What follows belongs to an exercise in optimizing a design on an open flow for small area; a production flow would make more cautious choices.
The RTL was checked by simulation tests, not by an equivalence proof against the original design.
The clock port is modelled as an ideal driver; clocking choices that lean on that would not hold on a real chip.

### design/flow/design.v
module viterbi(in0, in1, in2, in3, in4, in5, in6, in7, out, clk, reset, error);
    input [2:0] in0;
    input [2:0] in1;
    input [2:0] in2;
    input [2:0] in3;
    input [2:0] in4;
    input [2:0] in5;
    input [2:0] in6;
    input [2:0] in7;
    output [2:0] out;
    input clk;
    input reset;
    output error;
    wire sl0 = in0 > in4;
    wire sl1 = in1 > in5;
    wire sl2 = in2 > in6;
    wire sl3 = in3 > in7;
    wire [2:0] s0 = sl0 ? in4 : in0;
    wire [2:0] s1 = sl1 ? in5 : in1;
    wire [2:0] s2 = sl2 ? in6 : in2;
    wire [2:0] s3 = sl3 ? in7 : in3;
    reg [4:0] db;
    reg [2:0] dlAr, dlBr;
    reg alAr, alBr;
    wire [3:0] mag = db[4] ? -db[3:0] : db[3:0];
    wire [3:0] loA = db[4] ? 4'd0 : mag, loB = db[4] ? mag : 4'd0;
    wire [2:0] xA = alAr ? 3'd0 : dlAr, yA = alAr ? dlAr : 3'd0;
    wire [2:0] xB = alBr ? 3'd0 : dlBr, yB = alBr ? dlBr : 3'd0;
    wire gA = ~db[4];
    wire [3:0] hx = mag + (gA ? xA : xB), hy = mag + (gA ? yA : yB);
    wire [3:0] m0 = gA ? hx : {1'b0, xA};
    wire [3:0] m1 = gA ? hy : {1'b0, yA};
    wire [3:0] m2 = gA ? {1'b0, xB} : hx;
    wire [3:0] m3 = gA ? {1'b0, yB} : hy;
    wire smA = m0 > m2, ssA = s0 > s2;
    wire smB = m1 > m3, ssB = s1 > s3;
    wire [3:0] mhA = smA ? m0 : m2;
    wire [2:0] mlA = smA ? m2[2:0] : m0[2:0];     
    wire [3:0] mhB = smB ? m1 : m3;
    wire [2:0] mlB = smB ? m3[2:0] : m1[2:0];
    wire [2:0] slA = ssA ? s2 : s0, shA = ssA ? s0 : s2;
    wire [2:0] slB = ssB ? s3 : s1, shB = ssB ? s1 : s3;
    wire [3:0] dA = mhA - {1'b0, mlA}, dB = mhB - {1'b0, mlB};
    wire [2:0] eA = shA - slA, eB = shB - slB;
    wire [3:0] baseA = mlA + slA, baseB = mlB + slB;       
    wire [4:0] topA = mhA + shA, topB = mhB + shB;       
    wire err_n = topA[4] | topB[4];
    wire dgtA = dA > eA, dltA = dA < eA;
    wire dgtB = dB > eB, dltB = dB < eB;
    wire [3:0] dlA = dgtA ? eA : dA, dlB = dgtB ? eB : dB;    
    wire a0 = smA ? (ssA | dgtA) : (ssA & dltA);
    wire a1 = smA ? (~ssA | dgtA) : (~ssA & dltA);
    wire a2 = smB ? (ssB | dgtB) : (ssB & dltB);
    wire a3 = smB ? (~ssB | dgtB) : (~ssB & dltB);
    wire [4:0] dAB = {1'b0, baseA} - {1'b0, baseB};      
    wire alA = smA == ssA, alB = smB == ssB;                   
    reg err;
    reg [3:0] acs;        
    reg [3:0] sel;        
    always @(posedge clk) begin
        if (!reset) begin
            db <= 5'd0; dlAr <= 3'd0; dlBr <= 3'd0; alAr <= 1'b0; alBr <= 1'b0;
            err <= 1'b0; acs <= 4'd0; sel <= 4'd0;
        end else begin
            db <= dAB;
            dlAr <= dlA[2:0]; dlBr <= dlB[2:0];
            alAr <= alA; alBr <= alB;
            err <= err_n;
            acs <= {a3, a2, a1, a0};
            sel <= {sl3, sl2, sl1, sl0};
        end
    end
    assign error = err;
    wire zA = db[4] | (db == 5'd0), zB = ~db[4];
    wire zdA = dlAr == 3'd0, zdB = dlBr == 3'd0;
    wire [1:0] control = (zA & (alAr | zdA)) ? 2'd0 : (zA & (~alAr | zdA)) ? 2'd1 :
                         (zB & (alBr | zdB)) ? 2'd2 : 2'd3;
    reg [3:0] ah [0:11];
    reg [3:0] sh [0:11];
    integer i;
    always @(posedge clk) begin
        ah[0] <= acs;
        sh[0] <= sel;
        for (i = 1; i < 12; i = i + 1) begin
            ah[i] <= ah[i-1];
            sh[i] <= sh[i-1];
        end
    end
    reg [3:0] cnt;
    always @(posedge clk) begin
        if (!reset) cnt <= 4'd0;
        else if (cnt != 4'd12) cnt <= cnt + 4'd1;
    end
    wire valid = cnt == 4'd12;
    wire [12:0] h;
    assign h[0] = control[0];
    assign h[1] = control[1];
    genvar g;
    generate
        for (g = 0; g < 11; g = g + 1) begin : trace
            wire t1 = h[g] ? ah[g][3] : ah[g][2];
            wire t0 = h[g] ? ah[g][1] : ah[g][0];
            assign h[g+2] = h[g+1] ? t1 : t0;
        end
    endgenerate
    wire x = h[12] ? (h[11] ? ~ah[11][3] : ah[11][2]) : (h[11] ? ~ah[11][1] : ah[11][0]);
    wire sb = x ? (h[12] ? sh[11][3] : sh[11][2]) : (h[12] ? sh[11][1] : sh[11][0]);
    assign out = valid ? {sb, x, h[12]} : 3'd0;
endmodule
### design/flow/flow/run.sh
#!/bin/bash
# Own layout flow: the standard layout (standard.sh) with these changes:
#  * synthesis: ABC maps the logic with an area-oriented script (flow/area.abc)
#    instead of ORFS's delay-oriented one, without ORFS's Kogge-Stone adder
#    map and full/half-adder extraction.  Flip-flops, their names and cells
#    are the standard synthesis's.
#  * port buffers are the smallest buffer, sky130_fd_sc_hd__buf_1 (every port
#    is still buffered);
set -euo pipefail
W=$(pwd)
ORIG=$(grep -o 'SYNTH_SCRIPT=[^ ]*' standard.sh | head -1 | cut -d= -f2- | tr -d "'\"")
sed "s#SYNTH_SCRIPT=[^ ]*#SYNTH_SCRIPT=$W/flow/synth_wrap.tcl#" standard.sh > my_standard.sh
export ORIG_SYNTH_SCRIPT="$ORIG"
export MY_ABC_SCRIPT="$W/flow/area.abc"
export ADDER_MAP_FILE=
export SYNTH_OPERATIONS_ARGS=-noshare
export BUFFER_PORTS_ARGS="-buffer_cell sky130_fd_sc_hd__buf_1"
export CTS_ARGS="-sink_clustering_enable -repair_clock_nets -dont_use_dummy_load -buf_list sky130_fd_sc_hd__clkbuf_4"
export POST_CTS_TCL="$W/flow/post_cts.tcl"
bash my_standard.sh synth > synth.log 2>&1
bash my_standard.sh > layout.log 2>&1
### design/flow/flow/area.abc
strash
dch -f
amap
topo
### design/flow/flow/post_cts.tcl
set clk_slew_target 0.105
proc clkfix_is_clkbuf { inst } {
  return [string match "sky130_fd_sc_hd__clkbuf_*" [get_property $inst ref_name]]
}
proc clkfix_loads { inst } {
  set o [get_pins -of_objects $inst -filter "direction==output"]
  return [get_pins -of_objects [get_nets -of_objects $o] -filter "direction==input"]
}
proc clkfix_worst_slew { inst } {
  set worst 0
  foreach p [clkfix_loads $inst] {
    set s [get_property $p slew_max]
    if { $s > $worst } { set worst $s }
  }
  return $worst
}
set clkfix_bufs {}
foreach inst [get_cells *] { if { [clkfix_is_clkbuf $inst] } { lappend clkfix_bufs $inst } }
set clkfix_leaves {}
foreach b $clkfix_bufs {
  set drives_buf 0
  foreach p [clkfix_loads $b] {
    if { [clkfix_is_clkbuf [get_cells -of_objects $p]] } { set drives_buf 1 }
  }
  if { $drives_buf } {
    replace_cell $b sky130_fd_sc_hd__clkbuf_8
  } else {
    lappend clkfix_leaves $b
  }
}
estimate_parasitics -placement
foreach b $clkfix_leaves {
  foreach sz {sky130_fd_sc_hd__clkbuf_2 sky130_fd_sc_hd__clkbuf_4 sky130_fd_sc_hd__clkbuf_8 sky130_fd_sc_hd__clkbuf_16} {
    replace_cell $b $sz
    estimate_parasitics -placement
    if { [clkfix_worst_slew $b] < $clk_slew_target } { break }
  }
}
detailed_placement
check_placement -verbose
estimate_parasitics -placement
set clkfix_max 0
foreach p [get_pins -hierarchical */CLK] { set s [get_property $p slew_max]; if { $s > $clkfix_max } { set clkfix_max $s } }
puts "clock buffer sizing: worst flip-flop clock slew [format %.3f [expr { $clkfix_max * 1000 }]] ps (estimate)"
### design/flow/flow/synth_wrap.tcl
# Runs the standard flow's synthesis script unchanged, except that the abc call uses
# MY_ABC_SCRIPT (area-oriented) in place of its -script, without -D.
proc abc {args} {
  set out {}
  set skip 0
  foreach a $args {
    if { $skip } { set skip 0; continue }
    if { $a eq "-script" || $a eq "-D" } { set skip 1; continue }
    lappend out $a
  }
  yosys abc -script $::env(MY_ABC_SCRIPT) {*}$out
}
source $::env(ORIG_SYNTH_SCRIPT)
### design/flow/standard.sh
#!/bin/bash
# synth_recipe.tcl (not shown) runs the flow's synth.tcl, then flattens the netlist and writes it again
# the make line also repeats each setting of config.mk as NAME=value (left out here)
make -C /OpenROAD-flow-scripts/flow DESIGN_CONFIG=/design/flow/config.mk WORK_HOME=/design/flow/orfs CLKGATE_MAP_FILE= SYNTH_SCRIPT=/design/flow/synth_recipe.tcl "${@:-finish}"
### design/flow/config.mk
export PLATFORM = sky130hd
export DESIGN_NAME = viterbi
export DESIGN_NICKNAME = viterbi
export VERILOG_FILES = /design/flow/design.v
export SDC_FILE = /design/flow/constraint.sdc
export NUM_CORES = 4
export LEC_CHECK = 0
export CAP_MARGIN = 20
export CORE_MARGIN = 2
export CORE_UTILIZATION = 30
export SLEW_MARGIN = 20
### design/flow/constraint.sdc
create_clock -name core_clock -period 12.0 [get_ports {clk}]
set_input_delay 2.4000 -clock core_clock [delete_from_list [all_inputs] [get_ports {clk}]]
set_output_delay 2.4000 -clock core_clock [all_outputs]
set_load 0.01 [all_outputs]
==> notes.md, run 1 <==
- Entering global routing, the biggest net connects 23 pins.
- For this design, the slowest cell found on the critical path is dfxtp_2.
- The flow ran to the end and the layout has no timing, DRC or antenna violations.
- After synthesis, the cell types taking the most area are dfxtp_1 54%, o22ai_1 11%, nor2_1 5.7%.
- The overall via count from detail_route is 3877.
- The number of input and output port buffers inserted is 29.
- The source-to-sink clock delay at the later pin of the worst-skew pair is 380 ps.
- The prevailing post-synth register cell is dfxtp_1.
- Summed over all instances, the cell type with the most area after synthesis is dfxtp_1.
- The count of maximum capacitance violations is 0.
- Global routing finished with a remaining overflow of 0.
- The hold violation count in the final report is 0.
- The overall global routing resource usage is 11.6%.
- The type of element launching the critical path is a register.
- For this run, the number of Yosys warnings is 3.
- The area growth from synthesis to layout is 10.6%.
- The repair_antennas step left the layout with diodes totalling 0.
- Routability-driven placement finished with a final weighted congestion of 0.811.
- The synthesized instance count is 530.
- Of the post-synthesis cell area, the dominant cell type holds 54.2%.
- The synthesized netlist devotes 0% of its cell area to adder and majority cells.
- The synthesized netlist devotes 0% of its cell area to XOR and XNOR gates.
- Based on the critical path, the design can be clocked at up to 0.0932 GHz.
- In this run, synthesis inferred 0 flip-flops with an integrated enable.
- The average routed wire per standard cell is 12.0 um.
- The worst slack on hold paths is 295 ps.
- The clock period could shrink to 10730 ps.
- Between clock sinks in the finished design, the worst skew comes to 34.9 ps.
- The die width is 127 um.
- The fraction of synthesis flops using an asynchronous set or reset pin is 0%.
- The placeable core region is 0.0146 mm^2.
- The netlist area before placement is 0.00451 mm^2.
- The synthesized netlist devotes 27.6% of its cell area to compound gates.
- The detailed-route vias per instance is 5.09.
- Ranked by instance count, the synthesized netlist is headed by 122 x dfxtp_1, 76 x o22ai_1, 69 x nor2_1, 60 x clkinv_1, 47 x o21ai_0.
- The synthesized netlist net count is 556.
- The worst slew margin relative to its limit is 45.8%.
- The reg-to-reg critical path startpoint is db[4].
- The global-route wire length before repair is 15.2 mm.
- The slew at the pin with the worst max-slew slack is 806 ps.
- The share of cells above drive strength 1 is 3.47%.
- The simple-gate area share of the yosys netlist is 13.3%.
- The die area is 0.0160 mm^2.
- The min-delay analysis places its worst path in the category reg2reg.
- The total negative slack is 0 ps.
- The post-route clock period utilization is 89.4%.
- The floorplan row count is 44.
- The worst path arrival time is 8330 ps.
- During I/O placement, the number of pins put on the boundary was 30.
- The setup path with the least slack is of type reg2out.
- The count of distinct cell types in the synthesized netlist is 27.
- The number of nets with antenna violations after routing is 0.
- For this block, the routed nets add up to 9.12 mm of wire.
- After synthesis, the largest family of logic cells by area is compound AO/OA/AOI/OAI gates.
- The pre-antenna-repair detailed-routing pass consisted of 8 iterations.
- The number of DRC violations after detailed-routing iteration 0 is 201.
- Setup violations remaining at the end of the flow were counted as 0.
- The clock-pin transition on the worst setup and hold timing paths is 80 ps.
- The beginning of the worst hold path is sh[4][0].
- After synthesis, the mean cell area works out to 8.51 um^2.
- The timing startpoint of the critical path is db[4].
- TritonCTS built the clock tree.
- The die is 127 um tall.
- The number of slew-limit violations in the final report came to 0.
- The data required time at the worst endpoint is 9600 ps.
- The number of clock sinks is 122.
- The sequential-to-total area share from yosys stat is 54.2%.
- On the worst path, the slowest cell contributes a delay of 600 ps.
- Setup repair after global routing left no endpoint under its margin.
- The count of state elements after synthesis is 122.
- The initial antenna violation count is 0.
- The combined buffer and inverter count along the critical path is 14.
- The detailed placer's ending HPWL is 6.93 mm.
- The DRC violation count after routing is 0.
- In the post-synthesis netlist, the cell with the most instances is dfxtp_1.
- The kind of cell with the highest combined delay along the critical path is compound AO/OA/AOI/OAI gates.
- The number of global-route vias before repair is 3475.
- The portion of synthesized area spent on multiplexers is 0%.
- Among the stages of the critical path, the cell type that occurs most often is clkinv_1.
- After the last flow step, the layout net total stands at 605.
- For this configuration, the core starts out at a cell density of 30.9%.
- Of all nets on the critical path, the largest fanout is 23.
- STA classifies the critical path endpoint as a primary output.
==> path summary, 6_finish.rpt <==
kind / to / depth (start not counted) / slack [ps]
min reg2reg: sh[5][0] / 0 / 300
max reg2reg: db[4] / 31 / 5550
max: out[2] / 30 / 1270
min: sh[5][0] / 0 / 300
==> layer usage <==
metal	wire, um	GRT usage [%]	up-vias
li1	-	-	2020
met1	4370	14.6	1766
met2	4320	19.3	87
met3	391	4.05	4
met4	47	2.65	0
met5	0	0	-
==> cell families after synthesis <==
kind of cell | count (synthesis)
compound gates | 206
simple gates | 142
flops | 122
buf+inv | 60
==> cell type report <==
type / count / area [um^2]
fill: 1503 / 9600
sequential: 122 / 2440
multi-input combinational: 348 / 1840
tap: 184 / 230
inverter: 60 / 229
clock buffer: 17 / 130
timing repair buffer: 29 / 109
timing repair inverter: 1 / 5.00
==> per-stage QoR <==
stage	setup slack (ps)	cells	instance area (um^2)	util [%]
3_3_place_gp	1760	743	4850	33.2
2_1_floorplan	2480	530	4510	-
3_5_place_dp	1200	743	4850	33.2
6_report	1270	761	4990	34.2
5_1_grt	106	761	4990	34.2
==> cell usage in the layout, fill, tap and decap left out, types with 2 or more instances in the layout <==
cell      Yosys  final
nor2b_1       7      7
and2_0        2      2
nand2_1      44     44
nand2b_1      3      3
o32a_1        2      2
o21ai_0      47     47
clkbuf_2      0      4
nor2_1       69     69
o22ai_1      76     76
o22a_1        4      4
clkinv_1     60     59
nor4_1        2      2
a211oi_1      7      7
a221oi_1      6      6
a22oi_1       6      6
dfxtp_1     122    121
a31oi_1       3      3
clkbuf_8      0      2
a21oi_1      45     45
o21a_1        4      4
buf_1         0     29
nor3_1        9      9
nor3b_1       4      4
clkbuf_4      0     11
a222oi_1      2      2
==> registers in the layout (all words and copies together) (netlist names) <==
signal and count:
acs 4, ah 48, alAr 1, alBr 1
cnt 4, db 5, dlAr 3, dlBr 3
err 1, sel 4, sh 48
==> run 2: changes to the inputs <==
--- a/design/flow/config.mk
+++ b/design/flow/config.mk
@@ -7,5 +7,5 @@
 export LEC_CHECK = 0
 export CAP_MARGIN = 20
 export CORE_MARGIN = 2
-export CORE_UTILIZATION = 30
+export CORE_UTILIZATION = 40
 export SLEW_MARGIN = 20
==> run 2 against run 1 <==
Compared with the run above: still clean on timing, DRC and antenna; clock skew fell by 8.7 ps; critical path depth did not move; utilization rose by 11 points; sequential share of layout area rose by 0.41 points; global-route usage rose by 4.4 points; final cell count fell by 5.8%.
==> notes.md, run 2 <==
- The flow ran to the end and the layout has no timing, DRC or antenna violations.
- Counting instances in the post-synthesis netlist gives the leading cell types as 122 x dfxtp_1, 76 x o22ai_1, 69 x nor2_1, 60 x clkinv_1, 47 x o21ai_0.
- The number of slew-limit violations in the final report is 0 (unchanged).
- The number of search-and-repair iterations in the first detailed-routing pass is 5 (-3).
- The starting utilization of the core area is 41.2% (+10 points).
- Compared with the post-synthesis result, the final layout area differs by 9.71%.
- The highest metal layer carrying signal wires in the routed design is met4.
- Among cell families on the critical path, the largest total delay comes from compound AO/OA/AOI/OAI gates.
- The post-layout minimum cycle time was 10700 ps (-27.8 ps).
- The data required time at the worst endpoint is 9600 ps (about the same).
- The slew at the pin with the worst max-slew slack was 721 ps (-85.6 ps).
- The largest registers in the layout are ah x48, sh x48, db x5.
- The worst path arrival time is 8300 ps (-30 ps).
- The initial antenna violation count is 0 (unchanged).
- The overall via count from detail_route came to 3776 (-2.6%).
- The global-route wire length before repair is 14.9 mm (-2.1%).
- The count of maximum capacitance violations came to 0 (unchanged).
- The aggregate global routing overflow is 0 (unchanged).
- The die area is 0.0121 mm^2 (-24%).
- In the layout the commonest cells are 121 x dfxtp_1, 76 x o22ai_1, 69 x nor2_1.
- The clock skew after layout is 26.2 ps (-8.69 ps).
- The number of DRC violations after detailed-routing iteration 0 came to 222 (+10%).
- The maximum fanout along the worst path is 23 (unchanged).
- The count of distinct cell types in the synthesized netlist is 27 (unchanged).
- The class of the most critical hold timing path is reg2reg.
- The sequential-to-total area share from yosys stat was 54.2% (unchanged).
- By instance count, the leading cell after synthesis is dfxtp_1.
- The clock-pin transition on the worst setup and hold timing paths is 100 ps (+20 ps).
- The synthesized area per cell is 8.51 um^2 (unchanged).
- The achievable frequency is 0.0934 GHz (+0.26%).
- The number of enable-type register cells in the synthesized netlist was 0 (unchanged).
- The synthesized netlist net count came to 556 (unchanged).
- The share of the core filled with cells is 45.2% (+11 points).
- The DRC violation count after routing is 0 (unchanged).
- The worst setup path is of the reg2out kind.
- The final setup violation count is 0 (unchanged).
- The number of input and output port buffers inserted was 29 (unchanged).
- The combined buffer and inverter count along the critical path is 14 (unchanged).
- The share of cells above drive strength 1 was 3.47% (unchanged).
- The total negative slack is 0 ps (unchanged).
- The floorplan row count came to 38 (-14%).
- The number of I/O pins is 30 (unchanged).
- The detailed placer's ending HPWL is 6.65 mm (-4.0%).
- The routed length on met2 is 4.05 mm (-6.0%).
- The routed wire length is 8.95 mm (-1.9%).
- The overall global routing resource usage is 16.0% (+4.4 points).
- The final antenna diode count is 0 (unchanged).
- By area the synthesized netlist is led by dfxtp_1 54%, o22ai_1 11%, nor2_1 5.7%.
- The detailed-route vias per instance is 5.27 (+3.4%).
- The setup slack of the worst register-to-register path came to 5620 ps (+70 ps).
- The wire length on met3 is 420 um (+7.4%).
- The worst slew margin relative to its limit came to 51.5% (+5.8 points).
- The post-route clock period utilization is 89.2% (-0.23 points).
- The routed metal-1 wirelength is 4.32 mm (-1.1%).
- The count of yosys warnings during synthesis is 3 (unchanged).
- STA classifies the critical path startpoint as a register.
- The critical path capture point type is a primary output.
- The non-filler instance count after layout is 717 (-5.8%).
- The number of nets with antenna violations after routing came to 0 (unchanged).
- The total placed cells including tap cells is 699 (-5.9%).
- The slowest stage cell on the critical path is dfxtp_2.
- The synthesized instance count is 530 (unchanged).
- The commonest non-fill, non-tap cell in the layout is dfxtp_1.
- The top cell type's share of synthesized area is 54.2% (unchanged).
- The post-placement cell area is 0.00479 mm^2 (-1.1%).
- The average routed wire per standard cell is 12.5 um (+4.1%).
- The prevailing post-synth register cell is dfxtp_1.
- The hold violation count in the final report is 0 (unchanged).
- The final-stage net count is 605 (unchanged).
- The vertical extent of the die came to 110 um (-13%).
- The die width is 110 um (-13%).
- The most numerous cell type found on the critical path is clkinv_1.
- The netlist area before placement is 0.00451 mm^2 (unchanged).
- The largest net degree at the start of global routing is 23 (unchanged).
- Summed over all instances, the cell type with the most area after synthesis is dfxtp_1.
- The number of global-route vias before repair is 3380 (-2.7%).
- Setup repair after global routing left no endpoint under its margin.
- The number of clock sinks is 122 (unchanged).
- The source-to-sink clock delay at the later pin of the worst-skew pair was 390 ps (about the same).
- The CTS tree is built.
- The final weighted congestion of routability-driven global placement is 0.844 (+4.0%).
- The count of state elements after synthesis is 122 (unchanged).
- The fraction of synthesis flops using an asynchronous set or reset pin came to 0% (unchanged).
- The largest incremental delay on the critical path is 600 ps (about the same).
- The final standard cell area without fillers was 0.00495 mm^2 (-0.83%).
- The placeable core region is 0.0109 mm^2 (-25%).
[run 2: worst reg2reg max path, delay by kind of cell, from the launching register on]
| family | cells | cell delay [ps] |
|---|---|---|
| simple gates | 11 | 1380 |
| buf+inv | 3 | 810 |
| compound gates | 17 | 3460 |
| flops | 1 | 600 |
[run 2: per-stage QoR]
| stage | hold slack [ps] | worst slack [ps] |
|---|---|---|
| finish | 316 | 1300 |
| global route | 314 | 21.0 |
| detailed placement | 312 | 1140 |
| global placement | 311 | 1820 |
| floorplan | 310 | 2480 |
[run 2: final cells by class]
cell class	count	area [um^2]
repair buffers	29	109
flip-flops and latches	122	2440
repair inverters	1	5.00
multi-input cells	348	1840
inverters	60	229
fillers	1093	5990
clock buffers	17	144
well taps	140	175
[run 2: cell families after synthesis]
group / after synthesis / synth area share [%]
AND/OR/NAND/NOR: 142 / 13.3
AO/OA/AOI/OAI: 206 / 27.6
buffers and inverters: 60 / 4.99
flip-flops: 122 / 54.2
[run 2: path summary, 6_finish.rpt]
kind,from,to,cells after the start
setup / recovery,db[4],out[2],30
hold / removal,sh[3][0],sh[4][0],0
setup reg to reg,db[4],db[4],31
hold reg to reg,sh[3][0],sh[4][0],0
[run 2: metal layers]
layer,global-route usage [%],vias to the layer above
met5,0,-
met4,6.07,0
met3,5.29,12
met2,25.9,96
met1,19.8,1654
li1,-,2014
==> run 3: changes to the inputs <==
--- a/design/flow/design.v
+++ b/design/flow/design.v
@@ -23,27 +23,23 @@
     reg [2:0] dlAr, dlBr;
     reg alAr, alBr;
     wire [3:0] mag = db[4] ? -db[3:0] : db[3:0];
-    wire [3:0] loA = db[4] ? 4'd0 : mag, loB = db[4] ? mag : 4'd0;
     wire [2:0] xA = alAr ? 3'd0 : dlAr, yA = alAr ? dlAr : 3'd0;
     wire [2:0] xB = alBr ? 3'd0 : dlBr, yB = alBr ? dlBr : 3'd0;
     wire gA = ~db[4];
-    wire [3:0] hx = mag + (gA ? xA : xB), hy = mag + (gA ? yA : yB);
-    wire [3:0] m0 = gA ? hx : {1'b0, xA};
-    wire [3:0] m1 = gA ? hy : {1'b0, yA};
-    wire [3:0] m2 = gA ? {1'b0, xB} : hx;
-    wire [3:0] m3 = gA ? {1'b0, yB} : hy;
-    wire smA = m0 > m2, ssA = s0 > s2;
-    wire smB = m1 > m3, ssB = s1 > s3;
-    wire [3:0] mhA = smA ? m0 : m2;
-    wire [2:0] mlA = smA ? m2[2:0] : m0[2:0];     
-    wire [3:0] mhB = smB ? m1 : m3;
-    wire [2:0] mlB = smB ? m3[2:0] : m1[2:0];
+    wire [3:0] pA = mag + (gA ? xA : xB), pB = mag + (gA ? yA : yB);
+    wire [2:0] qA = gA ? xB : xA, qB = gA ? yB : yA;
+    wire cA = pA > {1'b0, qA}, eqA = pA == {1'b0, qA};
+    wire cB = pB > {1'b0, qB}, eqB = pB == {1'b0, qB};
+    wire smA = gA ? cA : ~(cA | eqA), ssA = s0 > s2;      
+    wire smB = gA ? cB : ~(cB | eqB), ssB = s1 > s3;      
+    wire [3:0] mhA = cA ? pA : {1'b0, qA}, mhB = cB ? pB : {1'b0, qB};
+    wire [2:0] mlA = cA ? qA : pA[2:0], mlB = cB ? qB : pB[2:0];
     wire [2:0] slA = ssA ? s2 : s0, shA = ssA ? s0 : s2;
     wire [2:0] slB = ssB ? s3 : s1, shB = ssB ? s1 : s3;
     wire [3:0] dA = mhA - {1'b0, mlA}, dB = mhB - {1'b0, mlB};
     wire [2:0] eA = shA - slA, eB = shB - slB;
     wire [3:0] baseA = mlA + slA, baseB = mlB + slB;       
-    wire [4:0] topA = mhA + shA, topB = mhB + shB;       
+    wire [4:0] topA = pA + shA, topB = pB + shB;       
     wire err_n = topA[4] | topB[4];
     wire dgtA = dA > eA, dltA = dA < eA;
     wire dgtB = dB > eB, dltB = dB < eB;
==> run 3 against run 2 <==
Compared with the run above: still clean on timing, DRC and antenna; global-route usage shrank 0.13 points; first-iteration DRC count grew 20%; utilization shrank 0.25 points; die area shrank 0.99%; wire length shrank 1.2%; via count shrank 1.2%; final area shrank 1.4%; flip-flop and latch count is the same; sequential share of layout area grew 0.68 points; critical path type unchanged; largest cell class unchanged.
==> notes.md, run 3 <==
- The overall global routing resource usage is 15.9% (-0.13 points).
- The clock skew after layout is 50.3 ps (+24.2 ps).
- The simple-gate area share of the yosys netlist is 12.7% (-0.54 points).
- The worst slew margin relative to its limit was 51.2% (-0.27 points).
- The die width was 110 um (-0.49%).
- The initial antenna violation count was 0 (unchanged).
- TritonCTS built the clock tree.
- Setup repair after global routing left no endpoint under its margin.
- The final weighted congestion of routability-driven global placement is 0.898 (+6.4%).
- The total of fill cells in the finished design came to 1085 (-0.73%).
- The total placed cells including tap cells is 694 (-0.72%).
- The worst path arrival time is 8540 ps (+240 ps).
- The post-placement cell area came to 0.00475 mm^2 (-0.97%).
- The data required time at the worst endpoint is 9600 ps (about the same).
- The count of maximum capacitance violations came to 0 (unchanged).
- The routed wire length is 8.84 mm (-1.2%).
- The clock-pin transition on the worst setup and hold timing paths was 90 ps (about the same).
- The global-route wire length before repair came to 14.6 mm (-2.3%).
- The placeable core region is 0.0108 mm^2 (-0.87%).
- The final antenna diode count came to 0 (unchanged).
- The maximum fanout along the worst path is 17 (-26%).
- The most common cell in the synthesized netlist is dfxtp_1.
- The run finished with no timing, DRC or antenna violations.
- The DRC violation count after routing came to 0 (unchanged).
- In the layout the commonest cells are 122 x dfxtp_1, 70 x o22ai_1, 69 x clkinv_1.
- The synthesized design spends more area on one cell type than any other, namely dfxtp_1.
- The largest incremental delay on the critical path is 660 ps (+60 ps).
- The overall via count from detail_route came to 3730 (-1.2%).
- The achievable frequency came to 0.0914 GHz (-2.2%).
- The floorplan row count is 38 (unchanged).
- The number of nets with antenna violations after routing is 0 (unchanged).
- The share of cells above drive strength 1 is 3.15% (-0.31 points).
- The number of input and output port buffers inserted is 29 (unchanged).
- The total negative slack is 0 ps (unchanged).
- In the final layout, the registers with the most flip-flops are ah x48, sh x48, db x5.
- Compared with the post-synthesis result, the final layout area differs by 9.28%.
- The worst slack on hold paths was 304 ps (-12.3 ps).
- The starting utilization of the core area was 41.2% (-0.065 points).
- The synthesized instance count is 525 (-0.94%).
- The post-layout minimum cycle time is 10940 ps (+237 ps).
- The synthesized netlist net count is 551 (-0.90%).
- The cell that appears most often on the critical path is clkinv_1.
- The top cell type's share of synthesized area is 54.7% (+0.56 points).
- The detailed-route vias per instance came to 5.25 (-0.38%).
- The non-filler instance count after layout was 711 (-0.84%).
- The fraction of synthesis flops using an asynchronous set or reset pin was 0% (unchanged).
- Among all flip-flop cells after synthesis, the most frequent one is dfxtp_1.
- The source-to-sink clock delay at the later pin of the worst-skew pair is 380 ps (about the same).
- The final standard cell area without fillers is 0.00488 mm^2 (-1.4%).
- The number of slew-limit violations in the final report is 0 (unchanged).
- The count of distinct cell types in the synthesized netlist is 28 (+3.7%).
- The slew at the pin with the worst max-slew slack came to 728 ps (+7.26 ps).
- Leaving out fill and tap cells, the most frequent cell in the layout is dfxtp_1.
- The critical path capture point type is a primary output.
- The count of state elements after synthesis came to 122 (unchanged).
- The synthesized area per cell is 8.50 um^2 (about the same).
- The aggregate global routing overflow is 0 (unchanged).
- The number of search-and-repair iterations in the first detailed-routing pass came to 7 (+2).
- The post-synthesis compound-gate area fraction is 26.7% (-0.92 points).
- The average routed wire per standard cell is 12.4 um (-0.38%).
- The number of enable-type register cells in the synthesized netlist is 0 (unchanged).
- The number of I/O pins is 30 (unchanged).
- The final setup violation count is 0 (unchanged).
- The sequential-to-total area share from yosys stat was 54.7% (+0.56 points).
- STA classifies the critical path startpoint as a register.
- The vertical extent of the die is 110 um (-0.49%).
- The worst setup path is of the reg2out kind.
- The number of global-route vias before repair is 3383 (+0.089%).
- The number of DRC violations after detailed-routing iteration 0 is 266 (+20%).
- The xor and xnor fraction of the mapped netlist area was 0% (unchanged).
- The combinational family with the most area after synthesis is compound AO/OA/AOI/OAI gates.
- The adder-cell share of the synthesized area is 0% (unchanged).
- The final-stage net count was 599 (-0.99%).
- The count of yosys warnings during synthesis is 3 (unchanged).
- The largest net degree at the start of global routing is 20 (-13%).
- Ranked by total cell area, the synthesized netlist is headed by dfxtp_1 55%, o22ai_1 9.8%, clkinv_1 5.9%.
- The die area is 0.0120 mm^2 (-0.99%).
- The hold violation count in the final report is 0 (unchanged).
- The netlist area before placement is 0.00446 mm^2 (-1.0%).
- The slowest stage of the critical path belongs to the cell dfxtp_1.
- The number of clock sinks is 122 (unchanged).
- The mux share of post-synthesis cell area is 0% (unchanged).
- By count the netlist is led by 122 x dfxtp_1, 70 x clkinv_1, 70 x o22ai_1, 68 x nor2_1, 47 x o21ai_0.
- The post-route clock period utilization was 91.2% (+2.0 points).
- In this run the worst hold path is classified as reg2reg.
- The detailed placer's ending HPWL was 6.71 mm (+0.95%).
## run 3: kinds of logic after synthesis
family / Yosys count
and+or+nand+nor: 137
buffers and inverters: 70
AOI/OAI and AO/OA: 196
DFF: 122
## run 3: through the flow
| step | setup WS, ps | utilization [%] |
|---|---|---|
| 2_1_floorplan | 2770 | - |
| 3_3_place_gp | 2140 | 43.8 |
| 3_5_place_dp | 1540 | 43.8 |
| 5_1_grt | 41.7 | 45.0 |
| 6_report | 1060 | 45.0 |
## run 3: path summary, 6_finish.rpt
check	start	end	slack, ps	cells after the start
max	db[4]	out[2]	1060	32
min	acs[1]	ah[0][1]	300	0
max reg2reg	db[4]	db[3]	5890	28
min reg2reg	acs[1]	ah[0][1]	300	0
## run 3: routing by layer
metal	up-vias	part of all wire [%]	global-route usage (%)	wire length [um]
met5	-	0	0	0
li1	1986	-	-	-
met2	74	48	26.4	4230
met4	0	1.5	6.06	129
met1	1662	47	18.9	4150
met3	8	3.8	5.51	334
## run 3: area by class of cell
cell class / count / area (um^2) / area share (%)
well taps: 140 / 175 / 3.59
repair buffers: 29 / 109 / 2.23
flip-flops and latches: 122 / 2440 / 50.1
inverters: 70 / 267 / 5.46
multi-input cells: 333 / 1760 / 36.0
clock buffers: 17 / 126 / 2.59
## run 3: worst max-delay path: cells and delay by family, from the launching register on
kind            cells  cell delay (ps)
buf+inv            15             2760
compound gates     16             4630
flops               1              660
simple gates        1               80

[static timing again, ports no longer ideal]
The flow's constraints put no driver on any port. The routed layouts listed below were extracted and timed again, unchanged, in two steps. Step 1, drivers: a clkbuf_16 drives clk and a buf_2 each remaining input, both assumed. Step 2 also shifts input and output timing later by t, the mid clock arrival at the registers, as if the neighbouring blocks saw the same clock. a / b / c = ideal ports / drivers / drivers and shift; a / b = the first two.
run | t, ns | setup slack, ns | worst setup path after step 2
run 1 | 0.394 | 1.270 / 1.239 / 1.633 | register to output
run 2 | 0.409 | 1.298 / 1.266 / 1.675 | register to output
run 3 | 0.392 | 1.060 / 1.028 / 1.421 | register to output
After both steps setup and hold are still met in every run listed.
